From an optimization exercise on the open Yosys and OpenROAD flow, aimed at small area and a short achievable clock period; shortcuts taken in it are not production practice.
Function was checked by simulation only, so behaviour that the tests miss may differ from the original.
Power is estimated from default activity; no workload was simulated.

[flow/config.mk]
export PLATFORM = sky130hd
export DESIGN_NAME = alu
export DESIGN_NICKNAME = alu
export VERILOG_FILES = /design/flow/design.v
export SDC_FILE = /design/flow/constraint.sdc
export NUM_CORES = 8
export LEC_CHECK = 0
export CAP_MARGIN = 20
export CORE_MARGIN = 2
export CORE_UTILIZATION = 55
export CTS_BUF_LIST = sky130_fd_sc_hd__clkbuf_2
export SETUP_SLACK_MARGIN = 1.5
export SLEW_MARGIN = 20
export SYNTH_HIERARCHICAL = 1
[flow/constraint.sdc]
create_clock -name core_clock -period 7.5 [get_ports {clk}]
set_input_delay 1.5000 -clock core_clock [delete_from_list [all_inputs] [get_ports {clk}]]
set_output_delay 1.5000 -clock core_clock [all_outputs]
set_load 0.01 [all_outputs]
[flow/design.v]
`default_nettype none
module g_inv (input wire a, output wire y);
  assign y = ~a;
endmodule
module g_buf (input wire a, output wire y);
  assign y = a;
endmodule
module g_nand2 (input wire a, b, output wire y);
  assign y = ~(a & b);
endmodule
module g_nor2 (input wire a, b, output wire y);
  assign y = ~(a | b);
endmodule
module g_and2 (input wire a, b, output wire y);
  assign y = a & b;
endmodule
module g_or2 (input wire a, b, output wire y);
  assign y = a | b;
endmodule
module g_nand3 (input wire a, b, c, output wire y);
  assign y = ~(a & b & c);
endmodule
module g_nor3 (input wire a, b, c, output wire y);
  assign y = ~(a | b | c);
endmodule
module g_nand4 (input wire a, b, c, d, output wire y);
  assign y = ~(a & b & c & d);
endmodule
module g_nor4 (input wire a, b, c, d, output wire y);
  assign y = ~(a | b | c | d);
endmodule
module g_xor2 (input wire a, b, output wire y);
  assign y = a ^ b;
endmodule
module g_xnor2 (input wire a, b, output wire y);
  assign y = ~(a ^ b);
endmodule
module g_a21oi (input wire a1, a2, b1, output wire y);
  assign y = ~((a1 & a2) | b1);
endmodule
module g_o21ai (input wire a1, a2, b1, output wire y);
  assign y = ~((a1 | a2) & b1);
endmodule
module g_a22oi (input wire a1, a2, b1, b2, output wire y);
  assign y = ~((a1 & a2) | (b1 & b2));
endmodule
module g_o22ai (input wire a1, a2, b1, b2, output wire y);
  assign y = ~((a1 | a2) & (b1 | b2));
endmodule
module g_a2bb2oi (input wire a1n, a2n, b1, b2, output wire y);
  assign y = ~((~a1n & ~a2n) | (b1 & b2));
endmodule
module g_o31ai (input wire a1, a2, a3, b1, output wire y);
  assign y = ~((a1 | a2 | a3) & b1);
endmodule
module g_nor2b (input wire a, bn, output wire y);
  assign y = ~(a | ~bn);
endmodule
module g_o41ai (input wire a1, a2, a3, a4, b1, output wire y);
  assign y = ~((a1 | a2 | a3 | a4) & b1);
endmodule
module alu (
  input  logic clk, rst,
  input  logic [31:0] in1, in2,
  input  logic fue,
  input  logic [4:0] op,
  output logic [31:0] out,
  output logic [3:0] fout
);
  logic Ccur;
  assign Ccur = fout[1];
  logic valid, ar, arn, lg, inv, negb, nnegb, qn0, cin, cinn, cm0;
  logic sp, sg, sx, spn, sgn;
  assign lg    = ~op[4] &  op[3] &  (op[2] | op[1]);          
  assign valid = ~op[4] & ~(op[3] ? ~(op[2] | op[1]) : (op[2] & op[1]));
  assign ar    = ~op[4] & ~op[3] & ~(op[2] & op[1]) & (op[2] | op[1] | ~op[0]);  
  assign arn   = ~ar;
  logic o1, o1n, u, un;
  assign o1    = op[1];
  assign o1n   = ~op[1];
  assign u     = op[3] & ~op[2] & ~op[0];
  assign un    = ~u;
  assign inv   = ~op[1] | u;                                  
  logic invn;
  assign invn  = ~inv;
  assign negb  = op[0] & ~op[3] & (~op[2] | Ccur);             
  assign nnegb = ~negb;
  assign qn0   = ~(inv & nnegb);
  assign cin   = ~op[3] & (~op[1] | (op[0] & Ccur));          
  assign cinn  = ~cin;
  assign cm0   = cin & ar;
  assign sp    = valid & ~(op[3] & op[2] & ~op[1]);           
  assign sg    = lg & ((op[1] & op[0] & ~op[2]) | (op[2] & ~op[1]));    
  assign sx    = valid & ((~op[3] & ~op[2] & ~op[1] & op[0]) | (op[3] & ~op[2] & op[1] & ~op[0])
                          | (op[3] & op[2] & ~op[1] & ~op[0]) | (op[3] & op[2] & op[1] & op[0]));  
  assign spn   = ~sp;
  assign sgn   = ~sg;
  wire n1, n101, n103, n105, n107, n109, n11, n111, n113, n115, n117, n119;
  wire n121, n123, n125, n127, n129, n13, n131, n133, n135, n137, n139, n141;
  wire n143, n145, n147, n149, n15, n151, n153, n155, n157, n159, n161, n163;
  wire n165, n167, n169, n17, n171, n173, n175, n177, n179, n181, n183, n185;
  wire n187, n189, n19, n191, n193, n195, n197, n199, n201, n203, n205, n207;
  wire n209, n21, n211, n213, n215, n217, n219, n221, n223, n225, n227, n229;
  wire n23, n231, n233, n235, n237, n239, n241, n243, n245, n247, n249, n25;
  wire n251, n253, n255, n257, n259, n261, n263, n265, n267, n269, n27, n271;
  wire n273, n275, n277, n279, n281, n283, n285, n287, n289, n29, n291, n293;
  wire n295, n297, n299, n3, n301, n303, n305, n307, n309, n31, n311, n313;
  wire n315, n317, n319, n321, n323, n325, n327, n329, n33, n331, n333, n335;
  wire n337, n339, n341, n343, n345, n347, n349, n35, n351, n353, n355, n357;
  wire n359, n361, n363, n365, n367, n369, n37, n371, n373, n375, n377, n379;
  wire n381, n383, n385, n387, n389, n39, n391, n393, n395, n397, n399, n401;
  wire n403, n405, n407, n409, n41, n411, n413, n415, n417, n419, n421, n423;
  wire n425, n427, n429, n43, n431, n433, n435, n437, n439, n441, n443, n445;
  wire n447, n449, n45, n451, n453, n455, n457, n459, n461, n463, n465, n467;
  wire n469, n47, n471, n473, n475, n477, n479, n481, n483, n485, n487, n489;
  wire n49, n491, n493, n495, n497, n499, n5, n501, n503, n505, n507, n509;
  wire n51, n511, n513, n515, n517, n519, n521, n523, n525, n527, n529, n53;
  wire n531, n533, n535, n537, n539, n541, n544, n546, n549, n55, n551, n554;
  wire n556, n559, n561, n564, n566, n569, n57, n571, n574, n576, n579, n581;
  wire n584, n586, n589, n59, n591, n594, n596, n599, n601, n604, n606, n609;
  wire n61, n611, n614, n616, n619, n621, n624, n626, n629, n63, n631, n634;
  wire n636, n639, n641, n644, n646, n649, n65, n651, n654, n656, n659, n661;
  wire n664, n666, n669, n67, n671, n674, n676, n679, n681, n684, n686, n689;
  wire n69, n691, n694, n696, n7, n71, n73, n75, n77, n79, n81, n83;
  wire n85, n87, n89, n9, n91, n93, n95, n97, n99;
  g_nor2 u2 (.a(in2[0]), .b(in2[1]), .y(n1));
  g_nor2 u4 (.a(in2[2]), .b(in2[3]), .y(n3));
  g_nor2 u6 (.a(in2[4]), .b(in2[5]), .y(n5));
  g_nor2 u8 (.a(in2[6]), .b(in2[7]), .y(n7));
  g_nor2 u10 (.a(in2[8]), .b(in2[9]), .y(n9));
  g_nor2 u12 (.a(in2[10]), .b(in2[11]), .y(n11));
  g_nor2 u14 (.a(in2[12]), .b(in2[13]), .y(n13));
  g_nor2 u16 (.a(in2[14]), .b(in2[15]), .y(n15));
  g_nor2 u18 (.a(in2[16]), .b(in2[17]), .y(n17));
  g_nor2 u20 (.a(in2[18]), .b(in2[19]), .y(n19));
  g_nor2 u22 (.a(in2[20]), .b(in2[21]), .y(n21));
  g_nor2 u24 (.a(in2[22]), .b(in2[23]), .y(n23));
  g_nor2 u26 (.a(in2[24]), .b(in2[25]), .y(n25));
  g_nor2 u28 (.a(in2[26]), .b(in2[27]), .y(n27));
  g_nor2 u30 (.a(in2[28]), .b(in2[29]), .y(n29));
  g_nand2 u32 (.a(n1), .b(n3), .y(n31));
  g_nand2 u34 (.a(n5), .b(n7), .y(n33));
  g_nand2 u36 (.a(n9), .b(n11), .y(n35));
  g_nand2 u38 (.a(n13), .b(n15), .y(n37));
  g_nand2 u40 (.a(n17), .b(n19), .y(n39));
  g_nand2 u42 (.a(n21), .b(n23), .y(n41));
  g_nand2 u44 (.a(n25), .b(n27), .y(n43));
  g_nor2 u46 (.a(n33), .b(n31), .y(n45));
  g_nor2 u48 (.a(n37), .b(n35), .y(n47));
  g_nor2 u50 (.a(n41), .b(n39), .y(n49));
  g_inv u52 (.a(n45), .y(n51));
  g_nor2 u54 (.a(n35), .b(n51), .y(n53));
  g_nand2 u56 (.a(n47), .b(n45), .y(n55));
  g_inv u58 (.a(n49), .y(n57));
  g_nor2 u60 (.a(n43), .b(n57), .y(n59));
  g_nor2 u62 (.a(n39), .b(n55), .y(n61));
  g_inv u64 (.a(n55), .y(n63));
  g_nand2 u66 (.a(n49), .b(n63), .y(n65));
  g_nand2 u68 (.a(n59), .b(n63), .y(n67));
  g_nor2 u70 (.a(nnegb), .b(n31), .y(n69));
  g_nor2b u72 (.a(nnegb), .bn(n45), .y(n71));
  g_nor2b u74 (.a(nnegb), .bn(n53), .y(n73));
  g_nor2 u76 (.a(nnegb), .b(n55), .y(n75));
  g_nor2b u78 (.a(nnegb), .bn(n61), .y(n77));
  g_nor2 u80 (.a(nnegb), .b(n65), .y(n79));
  g_nor2 u82 (.a(nnegb), .b(n67), .y(n81));
  g_nor2 q_0 (.a(invn), .b(negb), .y(n83));
  g_xor2 d_0 (.a(in1[0]), .b(in2[0]), .y(n85));
  g_xnor2 p_0 (.a(n85), .b(n83), .y(n87));
  g_nand2 g_0 (.a(in1[0]), .b(n87), .y(n89));
  g_inv u92 (.a(in2[0]), .y(n91));
  g_a21oi q_1 (.a1(negb), .a2(n91), .b1(invn), .y(n93));
  g_xor2 d_1 (.a(in1[1]), .b(in2[1]), .y(n95));
  g_xnor2 p_1 (.a(n95), .b(n93), .y(n97));
  g_nand2 g_1 (.a(in1[1]), .b(n97), .y(n99));
  g_a21oi q_2 (.a1(negb), .a2(n1), .b1(invn), .y(n101));
  g_xor2 d_2 (.a(in1[2]), .b(in2[2]), .y(n103));
  g_xnor2 p_2 (.a(n103), .b(n101), .y(n105));
  g_nand2 g_2 (.a(in1[2]), .b(n105), .y(n107));
  g_nor3 u110 (.a(in2[0]), .b(in2[1]), .c(in2[2]), .y(n109));
  g_a21oi q_3 (.a1(negb), .a2(n109), .b1(invn), .y(n111));
  g_xor2 d_3 (.a(in1[3]), .b(in2[3]), .y(n113));
  g_xnor2 p_3 (.a(n113), .b(n111), .y(n115));
  g_nand2 g_3 (.a(in1[3]), .b(n115), .y(n117));
  g_nor2 q_4 (.a(invn), .b(n69), .y(n119));
  g_xor2 d_4 (.a(in1[4]), .b(in2[4]), .y(n121));
  g_xnor2 p_4 (.a(n121), .b(n119), .y(n123));
  g_nand2 g_4 (.a(in1[4]), .b(n123), .y(n125));
  g_inv u128 (.a(in2[4]), .y(n127));
  g_a21oi q_5 (.a1(n69), .a2(n127), .b1(invn), .y(n129));
  g_xor2 d_5 (.a(in1[5]), .b(in2[5]), .y(n131));
  g_xnor2 p_5 (.a(n131), .b(n129), .y(n133));
  g_nand2 g_5 (.a(in1[5]), .b(n133), .y(n135));
  g_a21oi q_6 (.a1(n69), .a2(n5), .b1(invn), .y(n137));
  g_xor2 d_6 (.a(in1[6]), .b(in2[6]), .y(n139));
  g_xnor2 p_6 (.a(n139), .b(n137), .y(n141));
  g_nand2 g_6 (.a(in1[6]), .b(n141), .y(n143));
  g_nor3 u146 (.a(in2[4]), .b(in2[5]), .c(in2[6]), .y(n145));
  g_a21oi q_7 (.a1(n69), .a2(n145), .b1(invn), .y(n147));
  g_xor2 d_7 (.a(in1[7]), .b(in2[7]), .y(n149));
  g_xnor2 p_7 (.a(n149), .b(n147), .y(n151));
  g_nand2 g_7 (.a(in1[7]), .b(n151), .y(n153));
  g_nor2 q_8 (.a(invn), .b(n71), .y(n155));
  g_xor2 d_8 (.a(in1[8]), .b(in2[8]), .y(n157));
  g_xnor2 p_8 (.a(n157), .b(n155), .y(n159));
  g_nand2 g_8 (.a(in1[8]), .b(n159), .y(n161));
  g_inv u164 (.a(in2[8]), .y(n163));
  g_a21oi q_9 (.a1(n71), .a2(n163), .b1(invn), .y(n165));
  g_xor2 d_9 (.a(in1[9]), .b(in2[9]), .y(n167));
  g_xnor2 p_9 (.a(n167), .b(n165), .y(n169));
  g_nand2 g_9 (.a(in1[9]), .b(n169), .y(n171));
  g_a21oi q_10 (.a1(n71), .a2(n9), .b1(invn), .y(n173));
  g_xor2 d_10 (.a(in1[10]), .b(in2[10]), .y(n175));
  g_xnor2 p_10 (.a(n175), .b(n173), .y(n177));
  g_nand2 g_10 (.a(in1[10]), .b(n177), .y(n179));
  g_nor3 u182 (.a(in2[8]), .b(in2[9]), .c(in2[10]), .y(n181));
  g_a21oi q_11 (.a1(n71), .a2(n181), .b1(invn), .y(n183));
  g_xor2 d_11 (.a(in1[11]), .b(in2[11]), .y(n185));
  g_xnor2 p_11 (.a(n185), .b(n183), .y(n187));
  g_nand2 g_11 (.a(in1[11]), .b(n187), .y(n189));
  g_nor2 q_12 (.a(invn), .b(n73), .y(n191));
  g_xor2 d_12 (.a(in1[12]), .b(in2[12]), .y(n193));
  g_xnor2 p_12 (.a(n193), .b(n191), .y(n195));
  g_nand2 g_12 (.a(in1[12]), .b(n195), .y(n197));
  g_inv u200 (.a(in2[12]), .y(n199));
  g_a21oi q_13 (.a1(n73), .a2(n199), .b1(invn), .y(n201));
  g_xor2 d_13 (.a(in1[13]), .b(in2[13]), .y(n203));
  g_xnor2 p_13 (.a(n203), .b(n201), .y(n205));
  g_nand2 g_13 (.a(in1[13]), .b(n205), .y(n207));
  g_a21oi q_14 (.a1(n73), .a2(n13), .b1(invn), .y(n209));
  g_xor2 d_14 (.a(in1[14]), .b(in2[14]), .y(n211));
  g_xnor2 p_14 (.a(n211), .b(n209), .y(n213));
  g_nand2 g_14 (.a(in1[14]), .b(n213), .y(n215));
  g_nor3 u218 (.a(in2[12]), .b(in2[13]), .c(in2[14]), .y(n217));
  g_a21oi q_15 (.a1(n73), .a2(n217), .b1(invn), .y(n219));
  g_xor2 d_15 (.a(in1[15]), .b(in2[15]), .y(n221));
  g_xnor2 p_15 (.a(n221), .b(n219), .y(n223));
  g_nand2 g_15 (.a(in1[15]), .b(n223), .y(n225));
  g_nor2 q_16 (.a(invn), .b(n75), .y(n227));
  g_xor2 d_16 (.a(in1[16]), .b(in2[16]), .y(n229));
  g_xnor2 p_16 (.a(n229), .b(n227), .y(n231));
  g_nand2 g_16 (.a(in1[16]), .b(n231), .y(n233));
  g_inv u236 (.a(in2[16]), .y(n235));
  g_a21oi q_17 (.a1(n75), .a2(n235), .b1(invn), .y(n237));
  g_xor2 d_17 (.a(in1[17]), .b(in2[17]), .y(n239));
  g_xnor2 p_17 (.a(n239), .b(n237), .y(n241));
  g_nand2 g_17 (.a(in1[17]), .b(n241), .y(n243));
  g_a21oi q_18 (.a1(n75), .a2(n17), .b1(invn), .y(n245));
  g_xor2 d_18 (.a(in1[18]), .b(in2[18]), .y(n247));
  g_xnor2 p_18 (.a(n247), .b(n245), .y(n249));
  g_nand2 g_18 (.a(in1[18]), .b(n249), .y(n251));
  g_nor3 u254 (.a(in2[16]), .b(in2[17]), .c(in2[18]), .y(n253));
  g_a21oi q_19 (.a1(n75), .a2(n253), .b1(invn), .y(n255));
  g_xor2 d_19 (.a(in1[19]), .b(in2[19]), .y(n257));
  g_xnor2 p_19 (.a(n257), .b(n255), .y(n259));
  g_nand2 g_19 (.a(in1[19]), .b(n259), .y(n261));
  g_nor2 q_20 (.a(invn), .b(n77), .y(n263));
  g_xor2 d_20 (.a(in1[20]), .b(in2[20]), .y(n265));
  g_xnor2 p_20 (.a(n265), .b(n263), .y(n267));
  g_nand2 g_20 (.a(in1[20]), .b(n267), .y(n269));
  g_inv u272 (.a(in2[20]), .y(n271));
  g_a21oi q_21 (.a1(n77), .a2(n271), .b1(invn), .y(n273));
  g_xor2 d_21 (.a(in1[21]), .b(in2[21]), .y(n275));
  g_xnor2 p_21 (.a(n275), .b(n273), .y(n277));
  g_nand2 g_21 (.a(in1[21]), .b(n277), .y(n279));
  g_a21oi q_22 (.a1(n77), .a2(n21), .b1(invn), .y(n281));
  g_xor2 d_22 (.a(in1[22]), .b(in2[22]), .y(n283));
  g_xnor2 p_22 (.a(n283), .b(n281), .y(n285));
  g_nand2 g_22 (.a(in1[22]), .b(n285), .y(n287));
  g_nor3 u290 (.a(in2[20]), .b(in2[21]), .c(in2[22]), .y(n289));
  g_a21oi q_23 (.a1(n77), .a2(n289), .b1(invn), .y(n291));
  g_xor2 d_23 (.a(in1[23]), .b(in2[23]), .y(n293));
  g_xnor2 p_23 (.a(n293), .b(n291), .y(n295));
  g_nand2 g_23 (.a(in1[23]), .b(n295), .y(n297));
  g_nor2 q_24 (.a(invn), .b(n79), .y(n299));
  g_xor2 d_24 (.a(in1[24]), .b(in2[24]), .y(n301));
  g_xnor2 p_24 (.a(n301), .b(n299), .y(n303));
  g_nand2 g_24 (.a(in1[24]), .b(n303), .y(n305));
  g_inv u308 (.a(in2[24]), .y(n307));
  g_a21oi q_25 (.a1(n79), .a2(n307), .b1(invn), .y(n309));
  g_xor2 d_25 (.a(in1[25]), .b(in2[25]), .y(n311));
  g_xnor2 p_25 (.a(n311), .b(n309), .y(n313));
  g_nand2 g_25 (.a(in1[25]), .b(n313), .y(n315));
  g_a21oi q_26 (.a1(n79), .a2(n25), .b1(invn), .y(n317));
  g_xor2 d_26 (.a(in1[26]), .b(in2[26]), .y(n319));
  g_xnor2 p_26 (.a(n319), .b(n317), .y(n321));
  g_nand2 g_26 (.a(in1[26]), .b(n321), .y(n323));
  g_nor3 u326 (.a(in2[24]), .b(in2[25]), .c(in2[26]), .y(n325));
  g_a21oi q_27 (.a1(n79), .a2(n325), .b1(invn), .y(n327));
  g_xor2 d_27 (.a(in1[27]), .b(in2[27]), .y(n329));
  g_xnor2 p_27 (.a(n329), .b(n327), .y(n331));
  g_nand2 g_27 (.a(in1[27]), .b(n331), .y(n333));
  g_nor2 q_28 (.a(invn), .b(n81), .y(n335));
  g_xor2 d_28 (.a(in1[28]), .b(in2[28]), .y(n337));
  g_xnor2 p_28 (.a(n337), .b(n335), .y(n339));
  g_nand2 g_28 (.a(in1[28]), .b(n339), .y(n341));
  g_inv u344 (.a(in2[28]), .y(n343));
  g_a21oi q_29 (.a1(n81), .a2(n343), .b1(invn), .y(n345));
  g_xor2 d_29 (.a(in1[29]), .b(in2[29]), .y(n347));
  g_xnor2 p_29 (.a(n347), .b(n345), .y(n349));
  g_nand2 g_29 (.a(in1[29]), .b(n349), .y(n351));
  g_a21oi q_30 (.a1(n81), .a2(n29), .b1(invn), .y(n353));
  g_xor2 d_30 (.a(in1[30]), .b(in2[30]), .y(n355));
  g_xnor2 p_30 (.a(n355), .b(n353), .y(n357));
  g_nand2 g_30 (.a(in1[30]), .b(n357), .y(n359));
  g_nor3 u362 (.a(in2[28]), .b(in2[29]), .c(in2[30]), .y(n361));
  g_a21oi q_31 (.a1(n81), .a2(n361), .b1(invn), .y(n363));
  g_xor2 d_31 (.a(in1[31]), .b(in2[31]), .y(n365));
  g_xnor2 p_31 (.a(n365), .b(n363), .y(n367));
  g_nand2 g_31 (.a(in1[31]), .b(n367), .y(n369));
  g_o21ai u372 (.a1(n87), .a2(cinn), .b1(n89), .y(n371));
  g_inv u374 (.a(n371), .y(n373));
  g_o21ai u376 (.a1(n97), .a2(n373), .b1(n99), .y(n375));
  g_o21ai u378 (.a1(n115), .a2(n107), .b1(n117), .y(n377));
  g_nor2 u380 (.a(n115), .b(n105), .y(n379));
  g_o21ai u382 (.a1(n133), .a2(n125), .b1(n135), .y(n381));
  g_nor2 u384 (.a(n133), .b(n123), .y(n383));
  g_o21ai u386 (.a1(n151), .a2(n143), .b1(n153), .y(n385));
  g_nor2 u388 (.a(n151), .b(n141), .y(n387));
  g_o21ai u390 (.a1(n169), .a2(n161), .b1(n171), .y(n389));
  g_nor2 u392 (.a(n169), .b(n159), .y(n391));
  g_o21ai u394 (.a1(n187), .a2(n179), .b1(n189), .y(n393));
  g_nor2 u396 (.a(n187), .b(n177), .y(n395));
  g_o21ai u398 (.a1(n205), .a2(n197), .b1(n207), .y(n397));
  g_nor2 u400 (.a(n205), .b(n195), .y(n399));
  g_o21ai u402 (.a1(n223), .a2(n215), .b1(n225), .y(n401));
  g_nor2 u404 (.a(n223), .b(n213), .y(n403));
  g_o21ai u406 (.a1(n241), .a2(n233), .b1(n243), .y(n405));
  g_nor2 u408 (.a(n241), .b(n231), .y(n407));
  g_o21ai u410 (.a1(n259), .a2(n251), .b1(n261), .y(n409));
  g_nor2 u412 (.a(n259), .b(n249), .y(n411));
  g_o21ai u414 (.a1(n277), .a2(n269), .b1(n279), .y(n413));
  g_nor2 u416 (.a(n277), .b(n267), .y(n415));
  g_o21ai u418 (.a1(n295), .a2(n287), .b1(n297), .y(n417));
  g_nor2 u420 (.a(n295), .b(n285), .y(n419));
  g_o21ai u422 (.a1(n313), .a2(n305), .b1(n315), .y(n421));
  g_nor2 u424 (.a(n313), .b(n303), .y(n423));
  g_o21ai u426 (.a1(n331), .a2(n323), .b1(n333), .y(n425));
  g_nor2 u428 (.a(n331), .b(n321), .y(n427));
  g_o21ai u430 (.a1(n349), .a2(n341), .b1(n351), .y(n429));
  g_nor2 u432 (.a(n349), .b(n339), .y(n431));
  g_a21oi u434 (.a1(n379), .a2(n375), .b1(n377), .y(n433));
  g_a21oi u436 (.a1(n387), .a2(n381), .b1(n385), .y(n435));
  g_nand2 u438 (.a(n387), .b(n383), .y(n437));
  g_a21oi u440 (.a1(n395), .a2(n389), .b1(n393), .y(n439));
  g_nand2 u442 (.a(n395), .b(n391), .y(n441));
  g_a21oi u444 (.a1(n403), .a2(n397), .b1(n401), .y(n443));
  g_nand2 u446 (.a(n403), .b(n399), .y(n445));
  g_a21oi u448 (.a1(n411), .a2(n405), .b1(n409), .y(n447));
  g_nand2 u450 (.a(n411), .b(n407), .y(n449));
  g_a21oi u452 (.a1(n419), .a2(n413), .b1(n417), .y(n451));
  g_nand2 u454 (.a(n419), .b(n415), .y(n453));
  g_a21oi u456 (.a1(n427), .a2(n421), .b1(n425), .y(n455));
  g_nand2 u458 (.a(n427), .b(n423), .y(n457));
  g_o21ai u460 (.a1(n437), .a2(n433), .b1(n435), .y(n459));
  g_o21ai u462 (.a1(n445), .a2(n439), .b1(n443), .y(n461));
  g_nor2 u464 (.a(n445), .b(n441), .y(n463));
  g_o21ai u466 (.a1(n453), .a2(n447), .b1(n451), .y(n465));
  g_nor2 u468 (.a(n453), .b(n449), .y(n467));
  g_a21oi u470 (.a1(n463), .a2(n459), .b1(n461), .y(n469));
  g_inv u472 (.a(n469), .y(n471));
  g_a21oi u474 (.a1(n467), .a2(n471), .b1(n465), .y(n473));
  g_inv u476 (.a(n459), .y(n475));
  g_o21ai u478 (.a1(n441), .a2(n475), .b1(n439), .y(n477));
  g_o21ai u480 (.a1(n449), .a2(n469), .b1(n447), .y(n479));
  g_o21ai u482 (.a1(n457), .a2(n473), .b1(n455), .y(n481));
  g_inv u484 (.a(n433), .y(n483));
  g_a21oi u486 (.a1(n383), .a2(n483), .b1(n381), .y(n485));
  g_a21oi u488 (.a1(n391), .a2(n459), .b1(n389), .y(n487));
  g_a21oi u490 (.a1(n399), .a2(n477), .b1(n397), .y(n489));
  g_a21oi u492 (.a1(n407), .a2(n471), .b1(n405), .y(n491));
  g_a21oi u494 (.a1(n415), .a2(n479), .b1(n413), .y(n493));
  g_inv u496 (.a(n473), .y(n495));
  g_a21oi u498 (.a1(n423), .a2(n495), .b1(n421), .y(n497));
  g_a21oi u500 (.a1(n431), .a2(n481), .b1(n429), .y(n499));
  g_inv u502 (.a(n375), .y(n501));
  g_o21ai u504 (.a1(n105), .a2(n501), .b1(n107), .y(n503));
  g_o21ai u506 (.a1(n123), .a2(n433), .b1(n125), .y(n505));
  g_o21ai u508 (.a1(n141), .a2(n485), .b1(n143), .y(n507));
  g_o21ai u510 (.a1(n159), .a2(n475), .b1(n161), .y(n509));
  g_o21ai u512 (.a1(n177), .a2(n487), .b1(n179), .y(n511));
  g_inv u514 (.a(n477), .y(n513));
  g_o21ai u516 (.a1(n195), .a2(n513), .b1(n197), .y(n515));
  g_o21ai u518 (.a1(n213), .a2(n489), .b1(n215), .y(n517));
  g_o21ai u520 (.a1(n231), .a2(n469), .b1(n233), .y(n519));
  g_o21ai u522 (.a1(n249), .a2(n491), .b1(n251), .y(n521));
  g_inv u524 (.a(n479), .y(n523));
  g_o21ai u526 (.a1(n267), .a2(n523), .b1(n269), .y(n525));
  g_o21ai u528 (.a1(n285), .a2(n493), .b1(n287), .y(n527));
  g_o21ai u530 (.a1(n303), .a2(n473), .b1(n305), .y(n529));
  g_o21ai u532 (.a1(n321), .a2(n497), .b1(n323), .y(n531));
  g_inv u534 (.a(n481), .y(n533));
  g_o21ai u536 (.a1(n339), .a2(n533), .b1(n341), .y(n535));
  g_o21ai u538 (.a1(n357), .a2(n499), .b1(n359), .y(n537));
  g_o22ai l_0 (.a1(n87), .a2(spn), .b1(n89), .b2(sgn), .y(n539));
  g_a21oi m_0 (.a1(in1[0]), .a2(sx), .b1(cm0), .y(n541));
  g_xnor2 o_0 (.a(n539), .b(n541), .y(out[0]));
  g_o22ai l_1 (.a1(n97), .a2(spn), .b1(n99), .b2(sgn), .y(n544));
  g_a22oi m_1 (.a1(n371), .a2(ar), .b1(in1[1]), .b2(sx), .y(n546));
  g_xnor2 o_1 (.a(n544), .b(n546), .y(out[1]));
  g_o22ai l_2 (.a1(n105), .a2(spn), .b1(n107), .b2(sgn), .y(n549));
  g_a22oi m_2 (.a1(n375), .a2(ar), .b1(in1[2]), .b2(sx), .y(n551));
  g_xnor2 o_2 (.a(n549), .b(n551), .y(out[2]));
  g_o22ai l_3 (.a1(n115), .a2(spn), .b1(n117), .b2(sgn), .y(n554));
  g_a22oi m_3 (.a1(n503), .a2(ar), .b1(in1[3]), .b2(sx), .y(n556));
  g_xnor2 o_3 (.a(n554), .b(n556), .y(out[3]));
  g_o22ai l_4 (.a1(n123), .a2(spn), .b1(n125), .b2(sgn), .y(n559));
  g_a2bb2oi m_4 (.a1n(n433), .a2n(arn), .b1(in1[4]), .b2(sx), .y(n561));
  g_xnor2 o_4 (.a(n559), .b(n561), .y(out[4]));
  g_o22ai l_5 (.a1(n133), .a2(spn), .b1(n135), .b2(sgn), .y(n564));
  g_a22oi m_5 (.a1(n505), .a2(ar), .b1(in1[5]), .b2(sx), .y(n566));
  g_xnor2 o_5 (.a(n564), .b(n566), .y(out[5]));
  g_o22ai l_6 (.a1(n141), .a2(spn), .b1(n143), .b2(sgn), .y(n569));
  g_a2bb2oi m_6 (.a1n(n485), .a2n(arn), .b1(in1[6]), .b2(sx), .y(n571));
  g_xnor2 o_6 (.a(n569), .b(n571), .y(out[6]));
  g_o22ai l_7 (.a1(n151), .a2(spn), .b1(n153), .b2(sgn), .y(n574));
  g_a22oi m_7 (.a1(n507), .a2(ar), .b1(in1[7]), .b2(sx), .y(n576));
  g_xnor2 o_7 (.a(n574), .b(n576), .y(out[7]));
  g_o22ai l_8 (.a1(n159), .a2(spn), .b1(n161), .b2(sgn), .y(n579));
  g_a22oi m_8 (.a1(n459), .a2(ar), .b1(in1[8]), .b2(sx), .y(n581));
  g_xnor2 o_8 (.a(n579), .b(n581), .y(out[8]));
  g_o22ai l_9 (.a1(n169), .a2(spn), .b1(n171), .b2(sgn), .y(n584));
  g_a22oi m_9 (.a1(n509), .a2(ar), .b1(in1[9]), .b2(sx), .y(n586));
  g_xnor2 o_9 (.a(n584), .b(n586), .y(out[9]));
  g_o22ai l_10 (.a1(n177), .a2(spn), .b1(n179), .b2(sgn), .y(n589));
  g_a2bb2oi m_10 (.a1n(n487), .a2n(arn), .b1(in1[10]), .b2(sx), .y(n591));
  g_xnor2 o_10 (.a(n589), .b(n591), .y(out[10]));
  g_o22ai l_11 (.a1(n187), .a2(spn), .b1(n189), .b2(sgn), .y(n594));
  g_a22oi m_11 (.a1(n511), .a2(ar), .b1(in1[11]), .b2(sx), .y(n596));
  g_xnor2 o_11 (.a(n594), .b(n596), .y(out[11]));
  g_o22ai l_12 (.a1(n195), .a2(spn), .b1(n197), .b2(sgn), .y(n599));
  g_a22oi m_12 (.a1(n477), .a2(ar), .b1(in1[12]), .b2(sx), .y(n601));
  g_xnor2 o_12 (.a(n599), .b(n601), .y(out[12]));
  g_o22ai l_13 (.a1(n205), .a2(spn), .b1(n207), .b2(sgn), .y(n604));
  g_a22oi m_13 (.a1(n515), .a2(ar), .b1(in1[13]), .b2(sx), .y(n606));
  g_xnor2 o_13 (.a(n604), .b(n606), .y(out[13]));
  g_o22ai l_14 (.a1(n213), .a2(spn), .b1(n215), .b2(sgn), .y(n609));
  g_a2bb2oi m_14 (.a1n(n489), .a2n(arn), .b1(in1[14]), .b2(sx), .y(n611));
  g_xnor2 o_14 (.a(n609), .b(n611), .y(out[14]));
  g_o22ai l_15 (.a1(n223), .a2(spn), .b1(n225), .b2(sgn), .y(n614));
  g_a22oi m_15 (.a1(n517), .a2(ar), .b1(in1[15]), .b2(sx), .y(n616));
  g_xnor2 o_15 (.a(n614), .b(n616), .y(out[15]));
  g_o22ai l_16 (.a1(n231), .a2(spn), .b1(n233), .b2(sgn), .y(n619));
  g_a2bb2oi m_16 (.a1n(n469), .a2n(arn), .b1(in1[16]), .b2(sx), .y(n621));
  g_xnor2 o_16 (.a(n619), .b(n621), .y(out[16]));
  g_o22ai l_17 (.a1(n241), .a2(spn), .b1(n243), .b2(sgn), .y(n624));
  g_a22oi m_17 (.a1(n519), .a2(ar), .b1(in1[17]), .b2(sx), .y(n626));
  g_xnor2 o_17 (.a(n624), .b(n626), .y(out[17]));
  g_o22ai l_18 (.a1(n249), .a2(spn), .b1(n251), .b2(sgn), .y(n629));
  g_a2bb2oi m_18 (.a1n(n491), .a2n(arn), .b1(in1[18]), .b2(sx), .y(n631));
  g_xnor2 o_18 (.a(n629), .b(n631), .y(out[18]));
  g_o22ai l_19 (.a1(n259), .a2(spn), .b1(n261), .b2(sgn), .y(n634));
  g_a22oi m_19 (.a1(n521), .a2(ar), .b1(in1[19]), .b2(sx), .y(n636));
  g_xnor2 o_19 (.a(n634), .b(n636), .y(out[19]));
  g_o22ai l_20 (.a1(n267), .a2(spn), .b1(n269), .b2(sgn), .y(n639));
  g_a22oi m_20 (.a1(n479), .a2(ar), .b1(in1[20]), .b2(sx), .y(n641));
  g_xnor2 o_20 (.a(n639), .b(n641), .y(out[20]));
  g_o22ai l_21 (.a1(n277), .a2(spn), .b1(n279), .b2(sgn), .y(n644));
  g_a22oi m_21 (.a1(n525), .a2(ar), .b1(in1[21]), .b2(sx), .y(n646));
  g_xnor2 o_21 (.a(n644), .b(n646), .y(out[21]));
  g_o22ai l_22 (.a1(n285), .a2(spn), .b1(n287), .b2(sgn), .y(n649));
  g_a2bb2oi m_22 (.a1n(n493), .a2n(arn), .b1(in1[22]), .b2(sx), .y(n651));
  g_xnor2 o_22 (.a(n649), .b(n651), .y(out[22]));
  g_o22ai l_23 (.a1(n295), .a2(spn), .b1(n297), .b2(sgn), .y(n654));
  g_a22oi m_23 (.a1(n527), .a2(ar), .b1(in1[23]), .b2(sx), .y(n656));
  g_xnor2 o_23 (.a(n654), .b(n656), .y(out[23]));
  g_o22ai l_24 (.a1(n303), .a2(spn), .b1(n305), .b2(sgn), .y(n659));
  g_a2bb2oi m_24 (.a1n(n473), .a2n(arn), .b1(in1[24]), .b2(sx), .y(n661));
  g_xnor2 o_24 (.a(n659), .b(n661), .y(out[24]));
  g_o22ai l_25 (.a1(n313), .a2(spn), .b1(n315), .b2(sgn), .y(n664));
  g_a22oi m_25 (.a1(n529), .a2(ar), .b1(in1[25]), .b2(sx), .y(n666));
  g_xnor2 o_25 (.a(n664), .b(n666), .y(out[25]));
  g_o22ai l_26 (.a1(n321), .a2(spn), .b1(n323), .b2(sgn), .y(n669));
  g_a2bb2oi m_26 (.a1n(n497), .a2n(arn), .b1(in1[26]), .b2(sx), .y(n671));
  g_xnor2 o_26 (.a(n669), .b(n671), .y(out[26]));
  g_o22ai l_27 (.a1(n331), .a2(spn), .b1(n333), .b2(sgn), .y(n674));
  g_a22oi m_27 (.a1(n531), .a2(ar), .b1(in1[27]), .b2(sx), .y(n676));
  g_xnor2 o_27 (.a(n674), .b(n676), .y(out[27]));
  g_o22ai l_28 (.a1(n339), .a2(spn), .b1(n341), .b2(sgn), .y(n679));
  g_a22oi m_28 (.a1(n481), .a2(ar), .b1(in1[28]), .b2(sx), .y(n681));
  g_xnor2 o_28 (.a(n679), .b(n681), .y(out[28]));
  g_o22ai l_29 (.a1(n349), .a2(spn), .b1(n351), .b2(sgn), .y(n684));
  g_a22oi m_29 (.a1(n535), .a2(ar), .b1(in1[29]), .b2(sx), .y(n686));
  g_xnor2 o_29 (.a(n684), .b(n686), .y(out[29]));
  g_o22ai l_30 (.a1(n357), .a2(spn), .b1(n359), .b2(sgn), .y(n689));
  g_a2bb2oi m_30 (.a1n(n499), .a2n(arn), .b1(in1[30]), .b2(sx), .y(n691));
  g_xnor2 o_30 (.a(n689), .b(n691), .y(out[30]));
  g_o22ai l_31 (.a1(n367), .a2(spn), .b1(n369), .b2(sgn), .y(n694));
  g_a22oi m_31 (.a1(n537), .a2(ar), .b1(in1[31]), .b2(sx), .y(n696));
  g_xnor2 o_31 (.a(n694), .b(n696), .y(out[31]));
  logic a, b, o, N, Z, C, V, bx, cv_on, subf;
  assign a = in1[31];
  assign b = in2[31];
  assign o = out[31];
  assign N = o;
  assign Z = ~|out;
  assign subf  = (op == 5'd4) | (op == 5'd5);
  assign cv_on = (op == 5'd2) | (op == 5'd3) | subf;
  assign bx = b ^ subf;
  assign C = cv_on & ((a & bx) | (a & ~o) | (bx & ~o));
  assign V = cv_on & (subf ? (b & (a ^ o)) : (~(a ^ b) & (a ^ o)));
  always_ff @(posedge rst, posedge clk)
    if (rst)
      fout <= 4'b0;
    else if (fue) begin
      if (valid)          fout[3:2] <= {N, Z};
      if (~op[4] & ~op[3] & ~(op[2] & op[1])) fout[1:0] <= {C, V};
    end
endmodule
[flow/flow/run.sh]
#!/bin/bash
# Layout flow: the standard ORFS flow (standard.sh), with these changes:
#  - the port buffers are sky130_fd_sc_hd__buf_1 (the default choice is a
#    large delay cell);
#  - before floorplanning, every logic cell is set to drive strength 1
#    (flow/downsize.tcl), so that timing repair upsizes only what it needs;
set -euo pipefail
export BUFFER_PORTS_ARGS="-buffer_cell sky130_fd_sc_hd__buf_1"
export PRE_FLOORPLAN_TCL="$PWD/flow/downsize.tcl"
bash standard.sh synth > synth.log 2>&1
bash standard.sh cts SETUP_SLACK_MARGIN=1.5 > layout_cts.log 2>&1
bash standard.sh finish SETUP_SLACK_MARGIN=0.3 > layout_finish.log 2>&1
[flow/flow/downsize.tcl]
# Set every logic cell that synthesis mapped to a larger drive strength back
# to drive strength 1; timing repair later upsizes only where it is needed.
set db [ord::get_db]
set lib [lindex [$db getLibs] 0]
set n 0
foreach inst [[ord::get_db_block] getInsts] {
  set m [[$inst getMaster] getName]
  if {[regexp {^(sky130_fd_sc_hd__[a-z0-9]+)_([0-9]+)$} $m -> base size]} {
    if {$size > 1 && ![string match *df* $base] && ![string match *buf* $base]} {
      set target [$db findMaster ${base}_1]
      if {$target != "NULL" && $target != ""} {
        $inst swapMaster $target
        incr n
      }
    }
  }
}
puts "downsize: $n cells set to drive strength 1"
[flow/standard.sh]
#!/bin/bash
# synth_recipe.tcl (not shown) runs the flow's synth.tcl, then flattens the netlist and writes it again
# the make line also repeats each setting of config.mk as NAME=value (left out here)
make -C /OpenROAD-flow-scripts/flow DESIGN_CONFIG=/design/flow/config.mk WORK_HOME=/design/flow/orfs CLKGATE_MAP_FILE= SYNTH_SCRIPT=/design/flow/synth_recipe.tcl "${@:-finish}"
==> results.cfg, run 1 <==
[pwr]
p_seq_frac = 0.068
p_leak_nw = 1.17
clockPowerShare = 0.051
power_switching_mw = 0.239
max-vdd-ir-drop_v = 0.0000993
combPwrFrac = 0.880
internal_power_mw = 0.182
swShare = 0.567
powerDensity_nw_per_um2 = 127

[route]
drt_iter0_markers = 170
avgRoutedWirePerCell_um = 14.1
vias = 3514
post-route-drc-count = 0
drt_first_pass_iters = 5
vias_per_cell = 5.86
finalWirelength_um = 8440
ant_nets = 0

[sta]
skew_ns = 0.00568
setup_ws_ns = 1.44
setup_viol_count_final = 0
period_share = 0.808
final.setup.tns_ns = 0
hold_violations = 0
worst_pin_slew_ns = 0.762
slew-limit-headroom = 0.492
slew_violations = 0
rsz0062_at_grt = no
period_needed_ns = 6.06
fmaxAchievable_mhz = 165

[floorplan]
start_util = 0.565
top_level_ports = 108
die_area_um2 = 5360
die_h_um = 73.2
rows = 25
core-area_um2 = 4660
fp.dieW_um = 73.2

[placement]
port_buffers = 107
dp_hpwl_um = 6170
place_ws_ns = 0.678
place.gp.congestion = 0.883

[clocking]
tritoncts = yes
path_clk_slew_ns = 0.05
cts_hold_buf = 0
numCtsBuffers = 3
cts_sinks = 4
h-tree-depth = 1
clock_latency_ns = 0.22
root_buffer = clkbuf_2
clk_path_buf_depth = 2

[setup_path]
path_cells = buf_1 > nor2_1 > nand2_1 > nor2_4 > nand2_1 > nor2_1 > a21oi_1 > xnor2_1 > nand2_1 > o21ai_1 > a21oi_1 > o21ai_1 > a21oi_4 > o21ai_2 > a21oi_2 > o21ai_1 > a22oi_2 > xnor2_2 > buf_2
arrival_ns = 4.56
cp_top_family = compound AO/OA/AOI/OAI gates
worstPathRequired_ns = 6.00
path_max_fanout = 4
cp-start-kind = input port
path_buf_inv = 2
critical_path.max_stage_delay_ns = 0.35
crit_slowest_cell = xnor2_1
crit_type = input port to primary output
endpoint_kind = primary output

[global_routing]
grt_pass1_vias = 3075
grt_overflow = 0
grt_max_degree = 33
grtUsageTotal = 0.309
antenna_found_initial = 0
grt_pass1_wl_um = 13500

[final_layout]
regMostFlops = fout
drive_above_1_share = 0.0751
fin_util = 0.708
fillers = 447
final_nets = 621
layout.area.seq_um2 = 100
diodes = 0
multi_input_area_um2 = 2540
reg.largest.list = fout: 4 flops
largest_reg_flops = 4

[logic_synthesis]
syn_inst = 430
syn-num-nets = 503
ys.warnings.count = 7

[worst_hold_path]
hold_path_class = flop to flop

[run_status]
outcome = timing/DRC/antenna clean

[job]
maxCapViolations = 0
[timing repair]
item,4_1_cts,5_1_grt
setup endpoints to repair,21,0
gates resized for setup,30,0
setup buffers,7,0
[cell usage in the layout, fill, tap and decap left out, types with 4 or more instances in the layout]
| cell | n |
|---|---|
| nand2_1 | 56 |
| inv_1 | 24 |
| a22oi_1 | 20 |
| buf_2 | 5 |
| o21ai_1 | 35 |
| o21ai_2 | 4 |
| buf_1 | 101 |
| a2bb2oi_1 | 10 |
| dfrtp_1 | 4 |
| xnor2_1 | 60 |
| buf_4 | 10 |
| xor2_1 | 34 |
| a21oi_2 | 4 |
| nor2_1 | 56 |
| a21oi_1 | 38 |
| nor4_1 | 8 |
| xnor2_2 | 5 |
| o22ai_1 | 32 |
| nor3_1 | 10 |
[cell type report]
| type | instances | area share |
|---|---|---|
| clock buffers | 3 | 0.00455 |
| flip-flops and latches | 4 | 0.0303 |
| inverters | 25 | 0.0292 |
| multi-input cells | 398 | 0.770 |
| repair buffers | 116 | 0.145 |
| well taps | 54 | 0.0205 |
[tightest hold or removal path: cells and delay by family (launching register included)]
family | cells | cell delay (ns)
AOI/OAI and AO/OA | 1 | 0.06
and+or+nand+nor | 1 | 0.06
DFF | 1 | 0.35
[power by group through the flow]
stage	sequential [mW]	combinational, mW	clock, mW
after detailed placement	0.0289	0.339	0
after global placement	0.0285	0.335	0
after floorplan	0.0290	0.247	0
final	0.0288	0.370	0.0216
after CTS	0.0286	0.365	0.0211
after global routing	0.0289	0.406	0.0232
[worst paths after layout]
check	startpoint	to	slack (ns)	depth (start not counted)
worst max-delay path	in2[0]	out[31]	1.44	19
max in group asynchronous	rst	fout[1]	6.22	2
worst max register to register	fout[1]	fout[2]	3.19	24
worst min-delay path	fout[0]	fout[0]	0.50	2
worst min register to register	fout[0]	fout[0]	0.50	2
min in group asynchronous	rst	fout[0]	1.12	2
[per-layer routing]
| layer | part of all wire | vias to the layer above | global-route usage |
|---|---|---|---|
| li1 | - | 1787 | - |
| met1 | 0.44 | 1565 | 0.412 |
| met2 | 0.47 | 152 | 0.527 |
| met3 | 0.069 | 10 | 0.0318 |
| met4 | 0.016 | 0 | 0.0802 |
| met5 | 0 | - | 0 |
[per-stage QoR]
| stage | cell area [um2] | total power [mW] | hold WS (ns) | std cells |
|---|---|---|---|---|
| floorplan | 2640 | 0.276 | 0.489 | 430 |
| global placement | 3100 | 0.363 | 0.476 | 589 |
| detailed placement | 3100 | 0.368 | 0.480 | 589 |
| CTS | 3300 | 0.415 | 0.505 | 600 |
| global route | 3300 | 0.459 | 0.528 | 600 |
| finish | 3300 | 0.421 | 0.503 | 600 |
==> run 2, diff against run 1 <==
--- a/flow/design.v
+++ b/flow/design.v
@@ -4,5 +4,2 @@
 endmodule
-module g_buf (input wire a, output wire y);
-  assign y = a;
-endmodule
 module g_nand2 (input wire a, b, output wire y);
@@ -13,11 +10,2 @@
 endmodule
-module g_and2 (input wire a, b, output wire y);
-  assign y = a & b;
-endmodule
-module g_or2 (input wire a, b, output wire y);
-  assign y = a | b;
-endmodule
-module g_nand3 (input wire a, b, c, output wire y);
-  assign y = ~(a & b & c);
-endmodule
 module g_nor3 (input wire a, b, c, output wire y);
@@ -25,8 +13,2 @@
 endmodule
-module g_nand4 (input wire a, b, c, d, output wire y);
-  assign y = ~(a & b & c & d);
-endmodule
-module g_nor4 (input wire a, b, c, d, output wire y);
-  assign y = ~(a | b | c | d);
-endmodule
 module g_xor2 (input wire a, b, output wire y);
@@ -52,5 +34,2 @@
 endmodule
-module g_o31ai (input wire a1, a2, a3, b1, output wire y);
-  assign y = ~((a1 | a2 | a3) & b1);
-endmodule
 module g_nor2b (input wire a, bn, output wire y);
@@ -58,5 +37,2 @@
 endmodule
-module g_o41ai (input wire a1, a2, a3, a4, b1, output wire y);
-  assign y = ~((a1 | a2 | a3 | a4) & b1);
-endmodule
 module alu (
--- a/flow/flow/run.sh
+++ b/flow/flow/run.sh
@@ -10,3 +10,3 @@
 bash standard.sh synth > synth.log 2>&1
-bash standard.sh cts SETUP_SLACK_MARGIN=1.5 > layout_cts.log 2>&1
+bash standard.sh cts > layout_to_cts.log 2>&1
 bash standard.sh finish SETUP_SLACK_MARGIN=0.3 > layout_finish.log 2>&1
--- a/flow/flow/downsize.tcl
+++ b/flow/flow/downsize.tcl
@@ -8,3 +8,3 @@
   if {[regexp {^(sky130_fd_sc_hd__[a-z0-9]+)_([0-9]+)$} $m -> base size]} {
-    if {$size > 1 && ![string match *df* $base] && ![string match *buf* $base]} {
+    if {$size > 1 && ![string match *df* $base] && ![string match *clk* $base]} {
       set target [$db findMaster ${base}_1]
==> run 2 against run 1 <==
- via count shrank 0.91%
- global-route usage is essentially flat
- final area shrank 1.5%
- wire length shrank 1.4%
==> results.cfg, run 2 <==
[final_layout]
final_cell_area_um2 = 3250
fin_util = 0.698
final_nets = 618
largest_reg_flops = 4
fillers = 447
drive_above_1_share = 0.0663
layout_common_cells = buf_1, xnor2_1, nand2_1
diodes = 0
reg.largest.list = fout: 4 flops
layout.area.seq_um2 = 100
final_common_cell = buf_1
regMostFlops = fout
multi_input_area_um2 = 2520

[clocking]
numCtsBuffers = 3
path_clk_slew_ns = 0.06
cts_hold_buf = 0
clock_latency_ns = 0.23
tritoncts = yes
cts_sinks = 4
h-tree-depth = 1
root_buffer = clkbuf_2
clk_path_buf_depth = 2

[worst_hold_path]
hold_depth = 2
hold_path_class = flop to flop

[pwr]
powerDensity_nw_per_um2 = 127
max-vdd-ir-drop_v = 0.0000900
total_power_mw = 0.413
p_leak_nw = 1.14

[global_routing]
grt_pass1_wl_um = 13400
grt_overflow = 0
grtUsageTotal = 0.308
grt_max_degree = 33
grt_pass1_vias = 2966
antenna_found_initial = 0

[setup_path]
arrival_ns = 4.58
reg2reg_depth = 24
path_max_fanout = 10
path_cells = buf_2 > nand2b_1 > nand3_4 > inv_1 > nor2_1 > xnor2_1 > nand2_1 > o21ai_1 > inv_1 > o21ai_2 > a21oi_2 > o21ai_2 > a21oi_2 > inv_1 > a21oi_4 > o21ai_2 > a21oi_2 > o21ai_1 > a22oi_2 > xnor2_2 > buf_2
crit_type = input port to primary output
endpoint_kind = primary output
critical_path.max_stage_delay_ns = 0.25
crit_slowest_cell = xnor2_1
cp-start-kind = input port
worstPathRequired_ns = 6.00

[logic_synthesis]
syn-num-nets = 503
ys.warnings.count = 7
syn_inst = 430

[route]
drt_iter0_markers = 202
avgRoutedWirePerCell_um = 13.9
vias = 3482
drt_first_pass_iters = 5
vias_per_cell = 5.83
finalWirelength_um = 8320
ant_nets = 0
post-route-drc-count = 0

[placement]
place.gp.congestion = 0.855
dpl-instance-area_um2 = 3100
dp_hpwl_um = 5990
port_buffers = 107
place_ws_ns = 0.701

[floorplan]
core-area_um2 = 4660
fp.dieW_um = 73.0
die_area_um2 = 5330
rows = 25
die_h_um = 73.0
start_util = 0.562
top_level_ports = 108

[sta]
slew_violations = 0
skew_ns = 0.0116
slew-limit-headroom = 0.454
hold_violations = 0
setup_ws_ns = 1.42
final.setup.tns_ns = 0
worst_pin_slew_ns = 0.818
period_needed_ns = 6.08
fmaxAchievable_mhz = 164
rsz0062_at_grt = no
period_share = 0.811
setup_viol_count_final = 0

[job]
maxCapViolations = 0

[run_status]
outcome = timing/DRC/antenna clean
==> run 2: cell types whose count changed in the layout (fill, tap and decap cells not counted) <==
cell,before,now
buf_4,10,6
xnor2_1,60,63
xnor2_2,5,2
nor2_1,56,54
nor2_2,0,2
buf_1,101,102
nor2b_2,1,2
nor2b_4,1,0
==> run 2: metrics by stage <==
stage               hold WS, ns  instances
CTS                       0.496        597
global route              0.536        597
floorplan                 0.486        430
global placement          0.471        589
detailed placement        0.477        589
finish                    0.497        597
==> run 2: final timing paths <==
check	from	endpoint	slack (ns)
max in group asynchronous	rst	fout[3]	6.23
hold reg to reg	fout[0]	fout[0]	0.50
setup reg to reg	fout[1]	fout[2]	3.28
setup / recovery	op[2]	out[31]	1.42
hold / removal	fout[0]	fout[0]	0.50
min in group asynchronous	rst	fout[0]	1.11
==> run 2: layout make-up <==
class | count | area share
Multi-Input combinational cell | 398 | 0.775
Timing Repair Buffer | 113 | 0.139
Sequential cell | 4 | 0.0308
Inverter | 25 | 0.0296
Tap cell | 54 | 0.0208
Clock buffer | 3 | 0.00462
==> run 2: routing by layer <==
layer | share of wire | track usage | up-vias
li1 | - | - | 1778
met1 | 0.46 | 0.430 | 1537
met2 | 0.46 | 0.510 | 154
met3 | 0.065 | 0.0262 | 13
met4 | 0.016 | 0.0802 | 0
met5 | 0 | 0 | -
==> run 2: where the power goes <==
| part | internal [mW] | total (mW) | leakage [nW] | switching [mW] |
|---|---|---|---|---|
| clock network | 0.0108 | 0.0221 | 0.0125 | 0.0113 |
| registers | 0.0254 | 0.0282 | 0.0530 | 0.00279 |
| logic | 0.140 | 0.362 | 1.07 | 0.222 |
==> run 2: what timing repair did <==
action	CTS	global route
endpoints found under the hold margin	0	0
setup endpoints to repair	19	0
gates resized for setup	26	0
buffers inserted	4	0
==> run 2: critical path, delay by kind of cell <==
kind	cells	cell delay [ns]
AND/OR/NAND/NOR	4	0.48
XOR/XNOR	2	0.50
buffers and inverters	5	0.70
AO/OA/AOI/OAI	10	1.38

-- what the ideal ports hide --
No port has a modelled driver above. Below, the same layouts with a new extraction and two added sets of constraints.
Step 1, drivers: a clkbuf_16 drives clk and a buf_2 each remaining input, both assumed.
Step 2 adds t to the input delays and takes it off the output delays; t is the mean of the earliest and latest rising clock arrival at the registers after step 1. Input paths then give back, and output paths get back, about the clock's delay inside the block.
a / b / c = ideal / step 1 / step 2; a / b = the first two.
| run | t, ns | setup slack, ns | latest minus earliest clock arrival (ns) | worst slew at a driven data input, ns |
|---|---|---|---|---|
| run 1 | 0.239 | 1.443 / 1.421 / 1.421 | 0.005 / 0.006 | 0.04 |
| run 2 | 0.242 | 1.418 / 1.399 / 1.399 | 0.012 / 0.012 | 0.04 |
After both steps every run listed still meets setup and hold. For run 1, which loses most, drivers alone change the setup slack by -0.022 ns; drivers and shift together by -0.022 ns.
